From an optimization exercise on the open Yosys and OpenROAD flow, aimed at small area and a short achievable clock period; shortcuts taken in it are not production practice.
In this exercise RTL edits were held to simulation tests only and were not proved equivalent to the original.

==> v1 <==
## calc_top
module calc_top (
   input              clk,
   input              rst,
   input      [15:0]  data_x,
   input      [1:0]   KEY,
   input      [6:0]   SW,
   output     [7:0]   HEX0,
   output     [7:0]   HEX1,
   output     [7:0]   HEX2,
   output     [7:0]   HEX3,
   output     [7:0]   HEX4,
   output     [7:0]   HEX5,
   output     [1:0]   LEDR
   );
export LEC_CHECK = 0
export CAP_MARGIN = 20
export CORE_MARGIN = 2
export CORE_UTILIZATION = 65
export CTS_BUF_LIST = sky130_fd_sc_hd__clkbuf_8
export CTS_CLUSTER_DIAMETER = 40
export CTS_CLUSTER_SIZE = 16
export PLACE_DENSITY = 0.8
export SLEW_MARGIN = 20
create_clock -name core_clock -period 28.0 [get_ports {clk}]
standard.sh (not shown) runs the stock make flow with config.mk's settings and CLKGATE_MAP_FILE= SYNTH_SCRIPT=/design/flow/synth_recipe.tcl, a recipe that flattens the netlist after the stock synthesis.
==> flow/flow/run.sh <==
#!/bin/bash
# Own layout flow: the standard synthesis, then the combinational logic
# between the registers is mapped again by ABC (the registers, their names
# and cell types stay as the standard synthesis made them), then the standard flow's
# standard layout steps from floorplan to finish, with timing repair aiming
# past zero slack and plain buffers on the ports.
set -euo pipefail
W=$(pwd)
R=$W/orfs/results/$FLOW_PLATFORM/calc_top/base
ABC_SCRIPT="+strash;dc2;b;dch,-f;map;topo;dnsize"
ABC_SCRIPT2="+strash;dch,-f;amap;topo;dnsize"
MARGIN=13
YOSYS=yosys
[[ -x $FLOW_HOME/../tools/install/yosys/bin/yosys ]] && YOSYS=$FLOW_HOME/../tools/install/yosys/bin/yosys

bash standard.sh synth > $W/std_synth.log 2>&1
cp $R/1_2_yosys.v $W/std_netlist.v

DONT_USE=$(make -s -C $FLOW_HOME DESIGN_CONFIG=$W/config.mk WORK_HOME=$W/orfs print-DONT_USE_CELLS | sed -n 's/^DONT_USE_CELLS: *//p' | tail -1)
LIB=$(make -s -C $FLOW_HOME DESIGN_CONFIG=$W/config.mk WORK_HOME=$W/orfs print-LIB_FILES | sed -n 's/^LIB_FILES: *//p' | tail -1)
export REMAP_IN=$W/std_netlist.v REMAP_OUT=$W/remap_netlist.v REMAP_LIB="$LIB" \
       REMAP_DONT_USE="$DONT_USE" REMAP_TOP=$FLOW_TOP REMAP_SCRIPT="$ABC_SCRIPT" \
       REMAP_SCRIPT2="$ABC_SCRIPT2"
$YOSYS -c $W/flow/remap.tcl > $W/remap.log 2>&1
cp $W/remap_netlist.v $R/1_2_yosys.v
rm -f $R/1_synth.odb $R/1_synth.sdc

bash standard.sh SETUP_SLACK_MARGIN=$MARGIN SKIP_GATE_CLONING=1 \
   BUFFER_PORTS_ARGS="-buffer_cell sky130_fd_sc_hd__buf_2" finish > $W/layout.log 2>&1
==> flow/flow/remap.tcl <==
# Map the standard synthesis's combinational logic again.  The cone that
# drives the outputs (the critical paths, from SW to HEX) is mapped for
# delay, the rest for area.  Registers are kept as black boxes, so their
# instances, names and cell types are untouched.
yosys -import
set lib [lindex $::env(REMAP_LIB) 0]
read_liberty -ignore_miss_func -ignore_miss_dir $lib
read_verilog $::env(REMAP_IN)
hierarchy -top $::env(REMAP_TOP)
setattr -mod -set blackbox 1 sky130_fd_sc_hd__*df*
flatten
opt_clean -purge
set du {}
foreach c $::env(REMAP_DONT_USE) { lappend du -dont_use $c }
select -set oc o:HEX* o:LEDR* %u %ci*:-sky130_fd_sc_hd__dfxtp_1:-sky130_fd_sc_hd__edfxtp_1
abc -liberty $lib {*}$du -script $::env(REMAP_SCRIPT) @oc
select -clear
abc -liberty $lib {*}$du -script $::env(REMAP_SCRIPT2)
opt_clean -purge
hilomap -singleton -hicell sky130_fd_sc_hd__conb_1 HI -locell sky130_fd_sc_hd__conb_1 LO
setundef -zero
splitnets
opt_clean -purge
insbuf -buf sky130_fd_sc_hd__buf_4 A X
read_liberty -lib -ignore_miss_func -ignore_miss_dir $lib
hierarchy -top $::env(REMAP_TOP)
tee -o remap_stat.txt stat -liberty $lib
check -assert
write_verilog -noattr -nohex -nodec $::env(REMAP_OUT)
==> v11 (differences from v1) <==
--- a/flow/design.v
+++ b/flow/design.v
@@ -664,47 +664,47 @@
 wire nothing = (SW[6:2] != 5'b00001) & (SW[6:2] != 5'b00010) & (SW[6:2] != 5'b00100) &
                (SW[6:2] != 5'b01000) & (SW[6:2] != 5'b10000);
 wire neg = v[9];
 wire [4:0] hi = v[8:4] ^ {5{neg}};
 reg [3:0] lo_o, hi_o, hi_t;
-reg [0:0] lo_t;
+reg lo_t;
 reg [2:0] hi_h;
 always @(*) begin
    case ({neg, v[3:0]})
-   5'd0: begin lo_o = 4'd0; lo_t = 1'd0; end
-   5'd1: begin lo_o = 4'd1; lo_t = 1'd0; end
-   5'd2: begin lo_o = 4'd2; lo_t = 1'd0; end
-   5'd3: begin lo_o = 4'd3; lo_t = 1'd0; end
-   5'd4: begin lo_o = 4'd4; lo_t = 1'd0; end
-   5'd5: begin lo_o = 4'd5; lo_t = 1'd0; end
-   5'd6: begin lo_o = 4'd6; lo_t = 1'd0; end
-   5'd7: begin lo_o = 4'd7; lo_t = 1'd0; end
-   5'd8: begin lo_o = 4'd8; lo_t = 1'd0; end
-   5'd9: begin lo_o = 4'd9; lo_t = 1'd0; end
-   5'd10: begin lo_o = 4'd0; lo_t = 1'd1; end
-   5'd11: begin lo_o = 4'd1; lo_t = 1'd1; end
-   5'd12: begin lo_o = 4'd2; lo_t = 1'd1; end
-   5'd13: begin lo_o = 4'd3; lo_t = 1'd1; end
-   5'd14: begin lo_o = 4'd4; lo_t = 1'd1; end
-   5'd15: begin lo_o = 4'd5; lo_t = 1'd1; end
-   5'd16: begin lo_o = 4'd6; lo_t = 1'd1; end
-   5'd17: begin lo_o = 4'd5; lo_t = 1'd1; end
-   5'd18: begin lo_o = 4'd4; lo_t = 1'd1; end
-   5'd19: begin lo_o = 4'd3; lo_t = 1'd1; end
-   5'd20: begin lo_o = 4'd2; lo_t = 1'd1; end
-   5'd21: begin lo_o = 4'd1; lo_t = 1'd1; end
-   5'd22: begin lo_o = 4'd0; lo_t = 1'd1; end
-   5'd23: begin lo_o = 4'd9; lo_t = 1'd0; end
-   5'd24: begin lo_o = 4'd8; lo_t = 1'd0; end
-   5'd25: begin lo_o = 4'd7; lo_t = 1'd0; end
-   5'd26: begin lo_o = 4'd6; lo_t = 1'd0; end
-   5'd27: begin lo_o = 4'd5; lo_t = 1'd0; end
-   5'd28: begin lo_o = 4'd4; lo_t = 1'd0; end
-   5'd29: begin lo_o = 4'd3; lo_t = 1'd0; end
-   5'd30: begin lo_o = 4'd2; lo_t = 1'd0; end
-   5'd31: begin lo_o = 4'd1; lo_t = 1'd0; end
-   default: begin lo_o = 4'd0; lo_t = 1'd0; end
+   5'd0: begin lo_o = 4'd0; lo_t = 1'b0; end
+   5'd1: begin lo_o = 4'd1; lo_t = 1'b0; end
+   5'd2: begin lo_o = 4'd2; lo_t = 1'b0; end
+   5'd3: begin lo_o = 4'd3; lo_t = 1'b0; end
+   5'd4: begin lo_o = 4'd4; lo_t = 1'b0; end
+   5'd5: begin lo_o = 4'd5; lo_t = 1'b0; end
+   5'd6: begin lo_o = 4'd6; lo_t = 1'b0; end
+   5'd7: begin lo_o = 4'd7; lo_t = 1'b0; end
+   5'd8: begin lo_o = 4'd8; lo_t = 1'b0; end
+   5'd9: begin lo_o = 4'd9; lo_t = 1'b0; end
+   5'd10: begin lo_o = 4'd0; lo_t = 1'b1; end
+   5'd11: begin lo_o = 4'd1; lo_t = 1'b1; end
+   5'd12: begin lo_o = 4'd2; lo_t = 1'b1; end
+   5'd13: begin lo_o = 4'd3; lo_t = 1'b1; end
+   5'd14: begin lo_o = 4'd4; lo_t = 1'b1; end
+   5'd15: begin lo_o = 4'd5; lo_t = 1'b1; end
+   5'd16: begin lo_o = 4'd6; lo_t = 1'b1; end
+   5'd17: begin lo_o = 4'd5; lo_t = 1'b1; end
+   5'd18: begin lo_o = 4'd4; lo_t = 1'b1; end
+   5'd19: begin lo_o = 4'd3; lo_t = 1'b1; end
+   5'd20: begin lo_o = 4'd2; lo_t = 1'b1; end
+   5'd21: begin lo_o = 4'd1; lo_t = 1'b1; end
+   5'd22: begin lo_o = 4'd0; lo_t = 1'b1; end
+   5'd23: begin lo_o = 4'd9; lo_t = 1'b0; end
+   5'd24: begin lo_o = 4'd8; lo_t = 1'b0; end
+   5'd25: begin lo_o = 4'd7; lo_t = 1'b0; end
+   5'd26: begin lo_o = 4'd6; lo_t = 1'b0; end
+   5'd27: begin lo_o = 4'd5; lo_t = 1'b0; end
+   5'd28: begin lo_o = 4'd4; lo_t = 1'b0; end
+   5'd29: begin lo_o = 4'd3; lo_t = 1'b0; end
+   5'd30: begin lo_o = 4'd2; lo_t = 1'b0; end
+   5'd31: begin lo_o = 4'd1; lo_t = 1'b0; end
+   default: begin lo_o = 4'd0; lo_t = 1'b0; end
    endcase
    case (hi)
    5'd0: begin hi_o = 4'd0; hi_t = 4'd0; hi_h = 3'd0; end
    5'd1: begin hi_o = 4'd6; hi_t = 4'd1; hi_h = 3'd0; end
    5'd2: begin hi_o = 4'd2; hi_t = 4'd3; hi_h = 3'd0; end
==> flow/flow/run.sh (replaced) <==
#!/bin/bash
# Own layout flow: the standard synthesis, then the combinational logic
# between the registers is mapped again by ABC (the registers, their names
# and cell types stay as the standard synthesis made them), then the standard flow's
# standard layout steps from floorplan to finish, with timing repair aiming
# past zero slack and plain buffers on the ports.
set -euo pipefail
W=$(pwd)
R=$W/orfs/results/$FLOW_PLATFORM/calc_top/base
ABC_SCRIPT="+strash;dc2;b;dch,-f;map,-D,2000;topo;dnsize"
MARGIN=14
YOSYS=yosys
[[ -x $FLOW_HOME/../tools/install/yosys/bin/yosys ]] && YOSYS=$FLOW_HOME/../tools/install/yosys/bin/yosys

bash standard.sh synth > $W/std_synth.log 2>&1
cp $R/1_2_yosys.v $W/std_netlist.v

DONT_USE=$(make -s -C $FLOW_HOME DESIGN_CONFIG=$W/config.mk WORK_HOME=$W/orfs print-DONT_USE_CELLS | sed -n 's/^DONT_USE_CELLS: *//p' | tail -1)
LIB=$(make -s -C $FLOW_HOME DESIGN_CONFIG=$W/config.mk WORK_HOME=$W/orfs print-LIB_FILES | sed -n 's/^LIB_FILES: *//p' | tail -1)
export REMAP_IN=$W/std_netlist.v REMAP_OUT=$W/remap_netlist.v REMAP_LIB="$LIB" \
       REMAP_DONT_USE="$DONT_USE" REMAP_TOP=$FLOW_TOP REMAP_SCRIPT="$ABC_SCRIPT"
$YOSYS -c $W/flow/remap.tcl > $W/remap.log 2>&1
cp $W/remap_netlist.v $R/1_2_yosys.v
rm -f $R/1_synth.odb $R/1_synth.sdc

bash standard.sh SETUP_SLACK_MARGIN=$MARGIN \
   BUFFER_PORTS_ARGS="-buffer_cell sky130_fd_sc_hd__buf_2" finish > $W/layout.log 2>&1
==> flow/flow/remap.tcl (replaced) <==
# Map the standard synthesis's combinational logic again, for area.
# Registers are kept as black boxes, so their instances, names and cell
# types are untouched.
yosys -import
set lib [lindex $::env(REMAP_LIB) 0]
read_liberty -ignore_miss_func -ignore_miss_dir $lib
read_verilog $::env(REMAP_IN)
hierarchy -top $::env(REMAP_TOP)
setattr -mod -set blackbox 1 sky130_fd_sc_hd__*df*
flatten
opt_clean -purge
tee -o remap_before.txt stat
set du {}
foreach c $::env(REMAP_DONT_USE) { lappend du -dont_use $c }
abc -liberty $lib {*}$du -script $::env(REMAP_SCRIPT)
opt_clean -purge
hilomap -singleton -hicell sky130_fd_sc_hd__conb_1 HI -locell sky130_fd_sc_hd__conb_1 LO
setundef -zero
splitnets
opt_clean -purge
insbuf -buf sky130_fd_sc_hd__buf_4 A X
read_liberty -lib -ignore_miss_func -ignore_miss_dir $lib
hierarchy -top $::env(REMAP_TOP)
tee -o remap_stat.txt stat -liberty $lib
check -assert
write_verilog -noattr -nohex -nodec $::env(REMAP_OUT)
==> flow/config.mk (replaced) <==
export PLATFORM = sky130hd
export DESIGN_NAME = calc_top
export DESIGN_NICKNAME = calc_top
export VERILOG_FILES = /design/flow/design.v
export SDC_FILE = /design/flow/constraint.sdc
export NUM_CORES = 4
export LEC_CHECK = 0
export CAP_MARGIN = 20
export CORE_MARGIN = 2
export CORE_UTILIZATION = 65
export CTS_BUF_LIST = sky130_fd_sc_hd__clkbuf_16
export CTS_CLUSTER_DIAMETER = 60
export CTS_CLUSTER_SIZE = 30
export SLEW_MARGIN = 20
==> v7 (differences from v1) <==
--- a/flow/flow/run.sh
+++ b/flow/flow/run.sh
@@ -23,7 +23,7 @@
        REMAP_SCRIPT2="$ABC_SCRIPT2"
 $YOSYS -c $W/flow/remap.tcl > $W/remap.log 2>&1
 cp $W/remap_netlist.v $R/1_2_yosys.v
 rm -f $R/1_synth.odb $R/1_synth.sdc
 
-bash standard.sh SETUP_SLACK_MARGIN=$MARGIN SKIP_GATE_CLONING=1 \
+bash standard.sh SETUP_SLACK_MARGIN=$MARGIN \
    BUFFER_PORTS_ARGS="-buffer_cell sky130_fd_sc_hd__buf_2" finish > $W/layout.log 2>&1
--- a/flow/config.mk
+++ b/flow/config.mk
@@ -7,9 +7,9 @@
 export LEC_CHECK = 0
 export CAP_MARGIN = 20
 export CORE_MARGIN = 2
 export CORE_UTILIZATION = 65
 export CTS_BUF_LIST = sky130_fd_sc_hd__clkbuf_8
-export CTS_CLUSTER_DIAMETER = 40
-export CTS_CLUSTER_SIZE = 16
+export CTS_CLUSTER_DIAMETER = 45
+export CTS_CLUSTER_SIZE = 18
 export PLACE_DENSITY = 0.8
 export SLEW_MARGIN = 20
==> out/metrics.cfg <==
[status]
status = finished clean

[layout]
seq-cell-share_pct = 54.5
fill_cells = 1260
multi_input_area_share_pct = 31.8

[place]
placed_cells = 1512

[global_routing]
use_met1_pct = 32.4
grt_pass1_wl_microns = 38900

Source of the figures above: v7

==> out/metrics.cfg <==
[layout]
regMostFlops = ring
fill_cells = 1069
utilization_pct = 80.5
multi_input_area_share_pct = 33.0
seq-cell-share_pct = 50.3
mostFrequentLayoutCells = dfxtp_1, nand2_1, nor2_1, clkinv_1, o21ai_0
nonClkBufAreaFrac_pct = 5.70
design_area_sq_um = 14500

[job]
maxCapViolCount = 0

[global_routing]
gr-usage-met2_pct = 48.5
grt_pass1_wl_microns = 44000
use_met1_pct = 33.9

[power_and_ir_drop]
p_comb_mw = 0.221

[status]
status = finished clean

[place]
placed_cells = 1576

Source of the figures above: v11

==> out/metrics.cfg <==
[global_routing]
grt_pass1_wl_microns = 38600
use_met1_pct = 32.3

[layout]
seq-cell-share_pct = 54.6
multi_input_area_share_pct = 31.8
design_area_sq_um = 13400
fill_cells = 1279

[critical_path]
cp.arrival_ns = 9.23

[status]
status = finished clean

Source of the figures above: v1

static timing again, ports no longer ideal:
How much do the figures lean on ideal ports? The routed layouts below were timed once more, with nothing changed but the port constraints.
Step 1 assumes that a clkbuf_16 drives the clock port and a buf_2 every other input.
Step 2 moves the port delays by t, midway between the first and last clock arrival at a register: inputs arrive t later, outputs are due t later. That takes back most of the time a late clock gives input paths.
Three values: ideal ports, drivers, drivers and shift; two values: the first two.
| run | shift t [ns] | setup slack, ns | worst setup path after step 2 | latest minus earliest clock arrival (ns) | pins driven straight from the clock port |
|---|---|---|---|---|---|
| v1 | 0.602 | 13.174 / 13.136 / 13.136 | input to output | 0.018 / 0.018 | 1 |
| v11 | 0.552 | 13.048 / 12.878 / 12.878 | input to output | 0.036 / 0.036 | 1 |
| v7 | 0.612 | 13.152 / 13.103 / 13.103 | input to output | 0.034 / 0.034 | 1 |
After both steps setup and hold are still met in every run listed. For v11, which loses most, drivers alone change the setup slack by -0.170 ns; drivers and shift together by -0.170 ns.
